Background: an optimization exercise with open tools, aiming at small area. Do not read the settings as production practice.
Function was checked by simulation only, so behaviour that the tests miss may differ from the original.
Power is estimated from default activity; no workload was simulated.

Setup of sierra:
## bf8b
module bf8b (
    input rst,
    input clk,
    input rx,
    input [31:0] data_in,
    output [31:0] data_out,
    output [29:0] addr,
    output [3:0] wes,
    output tx
);
Size: roughly 1300 flip-flops, ~100 I/O pins, about 40000 µm² of cells after synthesis.
clock: 14.0 ns
lec_check: 0
cap_margin: 20
core_margin: 2
core_utilization: 50
slew_margin: 20
standard.sh (not shown) runs the stock make flow with config.mk's settings and CLKGATE_MAP_FILE= SYNTH_SCRIPT=/design/flow/synth_recipe.tcl, a recipe that flattens the netlist after the stock synthesis.
==> flow/flow/run.sh <==
#!/bin/bash
# The standard layout, with three of its steps tuned for area:
#  - synthesis maps the logic with an area-oriented ABC script (flow/abc_area.script)
#    instead of ORFS's delay-oriented one; everything else in the synthesis is the
#    standard one (synth_recipe.tcl), so the registers are the same;
#  - ports are buffered with buf_1 rather than the resizer's default delay cell;
#  - clock-tree sinks are clustered in larger groups.
set -euo pipefail
here=$(pwd)
{
  echo "proc abc {args} {"
  echo "  set i [lsearch -exact \$args -script]"
  echo "  if {\$i >= 0} { lset args [expr {\$i + 1}] $here/flow/abc_area.script }"
  echo "  yosys abc {*}\$args"
  echo "}"
  cat synth_recipe.tcl
} > area_synth.tcl
sed "s#SYNTH_SCRIPT=[^ ]*#SYNTH_SCRIPT=$here/area_synth.tcl#" standard.sh > area_standard.sh
export BUFFER_PORTS_ARGS="-buffer_cell sky130_fd_sc_hd__buf_1"
export CTS_ARGS="-sink_clustering_enable -repair_clock_nets -buf_list {sky130_fd_sc_hd__clkbuf_4 sky130_fd_sc_hd__clkbuf_8} -sink_clustering_buffer sky130_fd_sc_hd__clkbuf_8 -sink_clustering_size 16 -sink_clustering_max_diameter 60 -dont_use_dummy_load"
bash area_standard.sh > standard.log 2>&1
==> flow/flow/abc_area.script <==
&get -n
&st
&syn2
&dch
&nf -R 1000
&put
sierra has completed all stages; timing, DRC and antenna checks passed.
Edits applied to the flow inputs when going from sierra to lagoon:
Settings: GPL_ROUTABILITY_DRIVEN: unset -> 0.
-- flow/flow/run.sh --
<<< sierra, line 18
sed "s#SYNTH_SCRIPT=[^ ]*#SYNTH_SCRIPT=$here/area_synth.tcl#" standard.sh > area_standard.sh
export BUFFER_PORTS_ARGS="-buffer_cell sky130_fd_sc_hd__buf_1"
export CTS_ARGS="-sink_clustering_enable -repair_clock_nets -buf_list {sky130_fd_sc_hd__clkbuf_4 sky130_fd_sc_hd__clkbuf_8} -sink_clustering_buffer sky130_fd_sc_hd__clkbuf_8 -sink_clustering_size 16 -sink_clustering_max_diameter 60 -dont_use_dummy_load"
bash area_standard.sh > standard.log 2>&1
>>> lagoon, line 18
sed "s#SYNTH_SCRIPT=[^ ]*#SYNTH_SCRIPT=$here/area_synth.tcl#" standard.sh > area_standard.sh
export BUFFER_PORTS_ARGS="-buffer_cell sky130_fd_sc_hd__buf_1"
export CTS_ARGS="-sink_clustering_enable -repair_clock_nets -buf_list sky130_fd_sc_hd__clkbuf_4 -sink_clustering_buffer sky130_fd_sc_hd__clkbuf_8 -sink_clustering_size 16 -sink_clustering_max_diameter 60 -dont_use_dummy_load"
bash area_standard.sh > standard.log 2>&1
==> run notes <==
Status | lagoon and sierra | clean. Per the comparison of lagoon with sierra, worst setup slack increased 0.21 ns; met1 track utilization from global routing decreased 4.4 points; non-clock buffer count decreased about 10%; clock network power share essentially unchanged. Area growth from synthesis to final layout: lagoon vs sierra down 0.43 points. lagoon against sierra: delay of the slowest cell on the worst path now larger, final critical delay including setup and external delays now smaller.
Modified inputs, nickel compared to lagoon
-- flow/flow/run.sh --
<<< lagoon, line 18
sed "s#SYNTH_SCRIPT=[^ ]*#SYNTH_SCRIPT=$here/area_synth.tcl#" standard.sh > area_standard.sh
export BUFFER_PORTS_ARGS="-buffer_cell sky130_fd_sc_hd__buf_1"
export CTS_ARGS="-sink_clustering_enable -repair_clock_nets -buf_list sky130_fd_sc_hd__clkbuf_4 -sink_clustering_buffer sky130_fd_sc_hd__clkbuf_8 -sink_clustering_size 16 -sink_clustering_max_diameter 60 -dont_use_dummy_load"
bash area_standard.sh > standard.log 2>&1
>>> nickel, line 18
sed "s#SYNTH_SCRIPT=[^ ]*#SYNTH_SCRIPT=$here/area_synth.tcl#" standard.sh > area_standard.sh
export BUFFER_PORTS_ARGS="-buffer_cell sky130_fd_sc_hd__buf_1"
export CTS_ARGS="-sink_clustering_enable -repair_clock_nets -buf_list sky130_fd_sc_hd__clkbuf_4 -sink_clustering_size 10 -sink_clustering_max_diameter 40 -dont_use_dummy_load"
bash area_standard.sh > standard.log 2>&1
Notes after the runs:
- nickel vs. lagoon: fraction of final layout cells with drive strength greater than 1 up 1.6 points, synthesis-to-layout area growth fell by 0.20 points.
- Between lagoon and nickel, the flow reports cell count increasing slightly.
Input changes introduced in maple (baseline for comparison: nickel):
Settings: swapping 50 for 40 in CORE_UTILIZATION.
-- flow/flow/run.sh --
<<< nickel, line 18
sed "s#SYNTH_SCRIPT=[^ ]*#SYNTH_SCRIPT=$here/area_synth.tcl#" standard.sh > area_standard.sh
export BUFFER_PORTS_ARGS="-buffer_cell sky130_fd_sc_hd__buf_1"
export CTS_ARGS="-sink_clustering_enable -repair_clock_nets -buf_list sky130_fd_sc_hd__clkbuf_4 -sink_clustering_size 10 -sink_clustering_max_diameter 40 -dont_use_dummy_load"
bash area_standard.sh > standard.log 2>&1
>>> maple, line 18
sed "s#SYNTH_SCRIPT=[^ ]*#SYNTH_SCRIPT=$here/area_synth.tcl#" standard.sh > area_standard.sh
export BUFFER_PORTS_ARGS="-buffer_cell sky130_fd_sc_hd__buf_1"
export CTS_ARGS="-sink_clustering_enable -repair_clock_nets -buf_list sky130_fd_sc_hd__clkbuf_4 -sink_clustering_buffer sky130_fd_sc_hd__clkbuf_8 -sink_clustering_size 16 -sink_clustering_max_diameter 60 -dont_use_dummy_load"
bash area_standard.sh > standard.log 2>&1
--- outcome ---
- Compared with nickel, maple shows a global-route usage that is 6.5 points lower.
- maple has worst setup slack above what nickel had.
- Share of the final layout cell area in sequential cells: maple < nickel
- When maple is set beside nickel, its instance area after placement turns out to be about 0.8% larger.

separate check: timing with driven ports:
In the flow no input, the clock included, has a driving cell. The finished layouts below were timed again as built, in two steps.
Step 1 (the two cells are an assumption about what drives the block):
set clk [get_ports {clk}]
set_driving_cell -lib_cell sky130_fd_sc_hd__clkbuf_16 $clk
set_driving_cell -lib_cell sky130_fd_sc_hd__buf_2 [delete_from_list [all_inputs] $clk]
Step 2 also shifts input and output timing later by t, the mid clock arrival at the registers, as if the neighbouring blocks saw the same clock.
Slacks: no drivers / after step 1 / after step 2; pairs: no drivers / after step 1.
run	shift t [ns]	slack for setup (ns)	worst hold slack (ns)	clock arrival spread, ns
sierra	0.764	0.638 / 0.618 / 0.618	0.240 / 0.240 / 0.240	0.140 / 0.140
lagoon	1.010	0.852 / 0.788 / 0.788	0.189 / 0.189 / 0.189	0.174 / 0.173
nickel	1.069	0.744 / 0.711 / 0.711	0.245 / 0.245 / 0.245	0.140 / 0.140
maple	1.028	0.793 / 0.772 / 0.772	0.189 / 0.189 / 0.189	0.141 / 0.140
After both steps setup and hold are still met in every run listed. The setup slack of lagoon, which loses most, moves by -0.064 ns with the drivers and by -0.064 ns with both steps.
